This is an optimization exercise on Yosys and OpenROAD, whose aim is small area, not a production implementation.
The RTL was checked by simulation tests, not by an equivalence proof against the original design.
Power figures rest on the tool's default switching activity, not on a simulated workload.

// can_top
module can_top
( 
    wb_rst_i,
    wb_dat_i,
    wb_dat_o,
    wb_cyc_i,
    wb_stb_i,
    wb_we_i,
    wb_adr_i,
    wb_ack_o,
  clk_i,
  rx_i,
  tx_o,
  bus_off_on,
  irq_on,
  clkout_o
);
Size: about 1500 flip-flops.
clock: 10.0 ns
lec_check: 0
cap_margin: 20
core_margin: 2
core_utilization: 60
place_density: 0.75
slew_margin: 20
standard.sh (not shown) runs the stock make flow with config.mk's settings and CLKGATE_MAP_FILE= SYNTH_SCRIPT=/design/flow/synth_recipe.tcl, a recipe that flattens the netlist after the stock synthesis.
==> flow/flow/run.sh <==
#!/bin/bash
# Own layout flow: the standard flow (standard.sh, unchanged synthesis), with
# clock tree synthesis run without dummy loads and with larger sink clusters.
set -euo pipefail
WORK=$(pwd)
export CTS_ARGS="-sink_clustering_enable -repair_clock_nets -dont_use_dummy_load -buf_list sky130_fd_sc_hd__clkbuf_4 -sink_clustering_size 9 -sink_clustering_max_diameter 40"
bash standard.sh > "$WORK/standard_flow.log" 2>&1
test -f "$WORK/out/final.def"
The starting point ran to the end with no violations.
Rerun with:
--- a/flow/design.v
+++ b/flow/design.v
@@ -1155,25 +1155,23 @@
 end
 always @ (posedge clk or posedge rst)
 begin
   if (rst)
     rx_inter <= 1'b0;
   else if (go_rx_idle | go_rx_id1 | go_overload_frame | go_error_frame)
     rx_inter <= 1'b0;
   else if (go_rx_inter)
     rx_inter <= 1'b1;
 end
-always @ (posedge clk or posedge rst)
+always @ (posedge clk)
 begin
-  if (rst)
-    id <= 29'h0;
-  else if (sample_point & (rx_id1 | rx_id2) & (~bit_de_stuff))
+  if (sample_point & (rx_id1 | rx_id2) & (~bit_de_stuff))
     id <= {id[27:0], sampled_bit};
 end
 always @ (posedge clk or posedge rst)
 begin
   if (rst)
     rtr1 <= 1'b0;
   else if (sample_point & rx_rtr1 & (~bit_de_stuff))
     rtr1 <= sampled_bit;
 end
 always @ (posedge clk or posedge rst)
@@ -1190,25 +1188,23 @@
   else if (sample_point & rx_ide & (~bit_de_stuff))
     ide <= sampled_bit;
 end
 always @ (posedge clk or posedge rst)
 begin
   if (rst)
     data_len <= 4'b0;
   else if (sample_point & rx_dlc & (~bit_de_stuff))
     data_len <= {data_len[2:0], sampled_bit};
 end
-always @ (posedge clk or posedge rst)
+always @ (posedge clk)
 begin
-  if (rst)
-    tmp_data <= 8'h0;
-  else if (sample_point & rx_data & (~bit_de_stuff))
+  if (sample_point & rx_data & (~bit_de_stuff))
     tmp_data <= {tmp_data[6:0], sampled_bit};
 end
 always @ (posedge clk or posedge rst)
 begin
   if (rst)
     write_data_to_tmp_fifo <= 1'b0;
   else if (sample_point & rx_data & (~bit_de_stuff) & (&bit_cnt[2:0]))
     write_data_to_tmp_fifo <= 1'b1;
   else
     write_data_to_tmp_fifo <= 1'b0;
@@ -1220,25 +1216,23 @@
   else if (write_data_to_tmp_fifo)
     byte_cnt <= byte_cnt + 1'b1;
   else if (sample_point & go_rx_crc_lim)
     byte_cnt <= 3'h0;
 end
 always @ (posedge clk)
 begin
   if (write_data_to_tmp_fifo)
     tmp_fifo[byte_cnt] <= tmp_data;
 end
-always @ (posedge clk or posedge rst)
+always @ (posedge clk)
 begin
-  if (rst)
-    crc_in <= 15'h0;
-  else if (sample_point & rx_crc & (~bit_de_stuff))
+  if (sample_point & rx_crc & (~bit_de_stuff))
     crc_in <= {crc_in[13:0], sampled_bit};
 end
 always @ (posedge clk or posedge rst)
 begin
   if (rst)
     bit_cnt <= 6'd0;
   else if (go_rx_id1 | go_rx_id2 | go_rx_dlc | go_rx_data | go_rx_crc | 
            go_rx_ack | go_rx_eof | go_rx_inter | go_error_frame | go_overload_frame)
     bit_cnt <= 6'd0;
   else if (sample_point & (~bit_de_stuff))
After rerunning: Register-to-register slack got worse by 0.09 ns. Clock skew decreases by 0.0081 ns. Cell area went down slightly. Count of clock-buffer cells in the layout climbs by 2. Utilization went up by 0.20 points. Setup slack got worse by 0.089 ns. Worst hold slack gets better by 0.016 ns.

---

## pepper
can_top, a different RTL version from the one above (not shown whole).
Size: about 4,500 cells after synthesis, roughly 1,400 flip-flops, roughly 35 I/O pins, roughly 0.065 sq mm of cells after synthesis.
==> module can_fifo, before the edit <==
module can_fifo
( 
  clk,
  rst,
  wr,
  data_in,
  addr,
  data_out,
  fifo_selected,
  reset_mode,
  release_buffer,
  extended_mode,
  overrun,
  info_empty,
  info_cnt
);
parameter Tp = 1;
input         clk;
input         rst;
input         wr;
input   [7:0] data_in;
input   [5:0] addr;
input         reset_mode;
input         release_buffer;
input         extended_mode;
input         fifo_selected;
output  [7:0] data_out;
output        overrun;
output        info_empty;
output  [6:0] info_cnt;
  reg     [7:0] fifo [0:63];
  reg     [3:0] length_fifo[0:63];
  reg           overrun_info[0:63];
reg     [5:0] rd_pointer;
reg     [5:0] wr_pointer;
reg     [5:0] read_address;
reg     [5:0] wr_info_pointer;
reg     [5:0] rd_info_pointer;
reg           wr_q;
reg     [3:0] len_cnt;
reg     [6:0] fifo_cnt;
reg     [6:0] info_cnt;
reg           latch_overrun;
reg           initialize_memories;
wire    [3:0] length_info;
wire          write_length_info;
wire          fifo_empty;
wire          fifo_full;
wire          info_full;
assign write_length_info = (~wr) & wr_q;
always @ (posedge clk or posedge rst)
begin
  if (rst)
    wr_q <= 1'b0;
  else if (reset_mode)
    wr_q <= 1'b0;
  else
    wr_q <= wr;
end
always @ (posedge clk or posedge rst)
begin
  if (rst)
    len_cnt <= 4'h0;
  else if (reset_mode | write_length_info)
    len_cnt <= 4'h0;
  else if (wr & (~fifo_full))
    len_cnt <= len_cnt + 1'b1;
end
always @ (posedge clk or posedge rst)
begin
  if (rst)
    wr_info_pointer <= 6'h0;
  else if (write_length_info & (~info_full) | initialize_memories)
    wr_info_pointer <= wr_info_pointer + 1'b1;
  else if (reset_mode)
    wr_info_pointer <= rd_info_pointer;
end
always @ (posedge clk or posedge rst)
begin
  if (rst)
    rd_info_pointer <= 6'h0;
  else if (release_buffer & (~info_full))
    rd_info_pointer <= rd_info_pointer + 1'b1;
end
always @ (posedge clk or posedge rst)
begin
  if (rst)
    rd_pointer <= 5'h0;
  else if (release_buffer & (~fifo_empty))
    rd_pointer <= rd_pointer + {2'h0, length_info};
end
always @ (posedge clk or posedge rst)
begin
  if (rst)
    wr_pointer <= 5'h0;
  else if (reset_mode)
    wr_pointer <= rd_pointer;
  else if (wr & (~fifo_full))
    wr_pointer <= wr_pointer + 1'b1;
end
always @ (posedge clk or posedge rst)
begin
  if (rst)
    latch_overrun <= 1'b0;
  else if (reset_mode | write_length_info)
    latch_overrun <= 1'b0;
  else if (wr & fifo_full)
    latch_overrun <= 1'b1;
end
wire fifo_cnt_inc = wr & (~fifo_full) & ((~release_buffer) | (~fifo_empty));
wire fifo_cnt_dec = release_buffer & (~fifo_empty) & ((~wr) | (~fifo_full));
always @ (posedge clk or posedge rst)
begin
  if (rst)
    fifo_cnt <= 7'h0;
  else if (reset_mode)
    fifo_cnt <= 7'h0;
  else if (fifo_cnt_inc | fifo_cnt_dec)
    fifo_cnt <= fifo_cnt + {6'h0, fifo_cnt_inc} - (fifo_cnt_dec ? {3'h0, length_info} : 7'h0);
end
assign fifo_full = fifo_cnt == 7'd64;
assign fifo_empty = fifo_cnt == 7'd0;
wire info_cnt_dec = release_buffer & (~write_length_info) & (~info_empty);
wire info_cnt_inc = write_length_info & (~release_buffer) & (~info_full);
always @ (posedge clk or posedge rst)
begin
  if (rst)
    info_cnt <= 7'h0;
  else if (reset_mode)
    info_cnt <= 7'h0;
  else if (info_cnt_inc | info_cnt_dec)
    info_cnt <= info_cnt + (info_cnt_dec ? 7'h7f : 7'h01);
end
assign info_full = info_cnt == 7'd64;
assign info_empty = info_cnt == 7'd0;
wire    [3:0] read_offset = extended_mode ? addr[3:0] : (addr[3:0] - 4'd4);
always @ (read_offset or rd_pointer)
begin
  read_address = rd_pointer + {2'b00, read_offset};
end
always @ (posedge clk or posedge rst)
begin
  if (rst)
    initialize_memories <= 1'b1;
  else if (&wr_info_pointer)
    initialize_memories <= 1'b0;
end
  always @ (posedge clk)
  begin
    if (wr & (~fifo_full))
      fifo[wr_pointer] <= data_in;
  end
  assign data_out = fifo[read_address];
  always @ (posedge clk)
  begin
    if (write_length_info & (~info_full) | initialize_memories)
      length_fifo[wr_info_pointer] <= len_cnt & {4{~initialize_memories}};
  end
  assign length_info = length_fifo[rd_info_pointer];
  always @ (posedge clk)
  begin
    if (write_length_info & (~info_full) | initialize_memories)
      overrun_info[wr_info_pointer] <= (latch_overrun | (wr & fifo_full)) & (~initialize_memories);
  end
  assign overrun = overrun_info[rd_info_pointer];
endmodule
==> flow/config.mk <==
export PLATFORM = sky130hd
export DESIGN_NAME = can_top
export DESIGN_NICKNAME = can_top
export VERILOG_FILES = /design/flow/design.v
export SDC_FILE = /design/flow/constraint.sdc
export NUM_CORES = 4
export LEC_CHECK = 0
export CAP_MARGIN = 20
export CORE_MARGIN = 2
export CORE_UTILIZATION = 60
export PLACE_DENSITY = 0.75
export SLEW_MARGIN = 20
==> flow/constraint.sdc <==
create_clock -name core_clock -period 10.0 [get_ports {clk_i}]
set_input_delay 2.0000 -clock core_clock [delete_from_list [all_inputs] [get_ports {clk_i}]]
set_output_delay 2.0000 -clock core_clock [all_outputs]
set_load 0.01 [all_outputs]
==> flow/flow/run.sh <==
#!/bin/bash
# Own layout flow: the standard flow (standard.sh, unchanged synthesis), with
# clock tree synthesis run without dummy loads and with clkbuf_4 sink clusters, and
# the smallest buffer (buf_1) as the port buffer on every input and output.
set -euo pipefail
WORK=$(pwd)
export CTS_ARGS="-sink_clustering_enable -repair_clock_nets -dont_use_dummy_load -buf_list sky130_fd_sc_hd__clkbuf_4 -sink_clustering_size 9 -sink_clustering_max_diameter 40"
export BUFFER_PORTS_ARGS="-buffer_cell sky130_fd_sc_hd__buf_1"
bash standard.sh > "$WORK/standard_flow.log" 2>&1
test -f "$WORK/out/final.def"
The following lists how raven was set up differently from pepper:
--- a/flow/design.v
+++ b/flow/design.v
@@ -363,14 +363,16 @@
   else if (info_cnt_inc | info_cnt_dec)
     info_cnt <= info_cnt + (info_cnt_dec ? 7'h7f : 7'h01);
 end
 assign info_full = info_cnt == 7'd64;
 assign info_empty = info_cnt == 7'd0;
-wire    [3:0] read_offset = extended_mode ? addr[3:0] : (addr[3:0] - 4'd4);
-always @ (read_offset or rd_pointer)
+always @ (extended_mode or rd_pointer or addr)
 begin
-  read_address = rd_pointer + {2'b00, read_offset};
+  if (extended_mode)       
+    read_address = rd_pointer + (addr - 6'd16);
+  else                     
+    read_address = rd_pointer + (addr - 6'd20);
 end
 always @ (posedge clk or posedge rst)
 begin
   if (rst)
     initialize_memories <= 1'b1;
[summary]
As of raven, synthesized area per cell had fallen by a few percent compared to pepper. Cmp pepper and raven / global routing met2 resource utilization / higher: pepper. pepper has higher effective utilization at floorplan than raven. Sort pepper and raven by cell count, descending, and raven comes first. Against pepper, raven reports a total leakage power that is higher. Between pepper and raven, worst stage delay on the critical path is higher for pepper, raven comes in under that. Cell area reported after detailed placement ended up about 0.35% higher on raven than on pepper. Setup slack: raven more than pepper. Worst path arrival time on raven is down relative to pepper. pepper was smaller in final cell area than raven. raven vs pepper: clock-buffer cell count up.

## what the ideal ports hide
The flow's constraints put no driver on any port. The routed layouts listed below were extracted and timed again, unchanged, in two steps. Step 1 sets driving cells, clkbuf_16 on the clock port and buf_2 on the other inputs (assumed; they add their load-dependent delay and slew). Step 2 also shifts input and output timing later by t, the mid clock arrival at the registers, as if the neighbouring blocks saw the same clock. Three values: ideal, step 1, step 2; two values: the first two.
run | t (ns) | setup WS [ns] | worst setup path after step 2
the first run of note 1 | 1.189 | 4.152 / 4.152 / 3.251 | input to register
the second run of note 1 | 1.250 | 4.064 / 4.064 / 3.393 | input to register
pepper | 1.175 | 4.201 / 4.201 / 3.589 | input to register
raven | 1.207 | 4.467 / 4.467 / 3.287 | input to register
After both steps every run listed still meets setup and hold. For raven, which loses most, drivers alone change the setup slack by 0.000 ns; drivers and shift together by -1.180 ns.
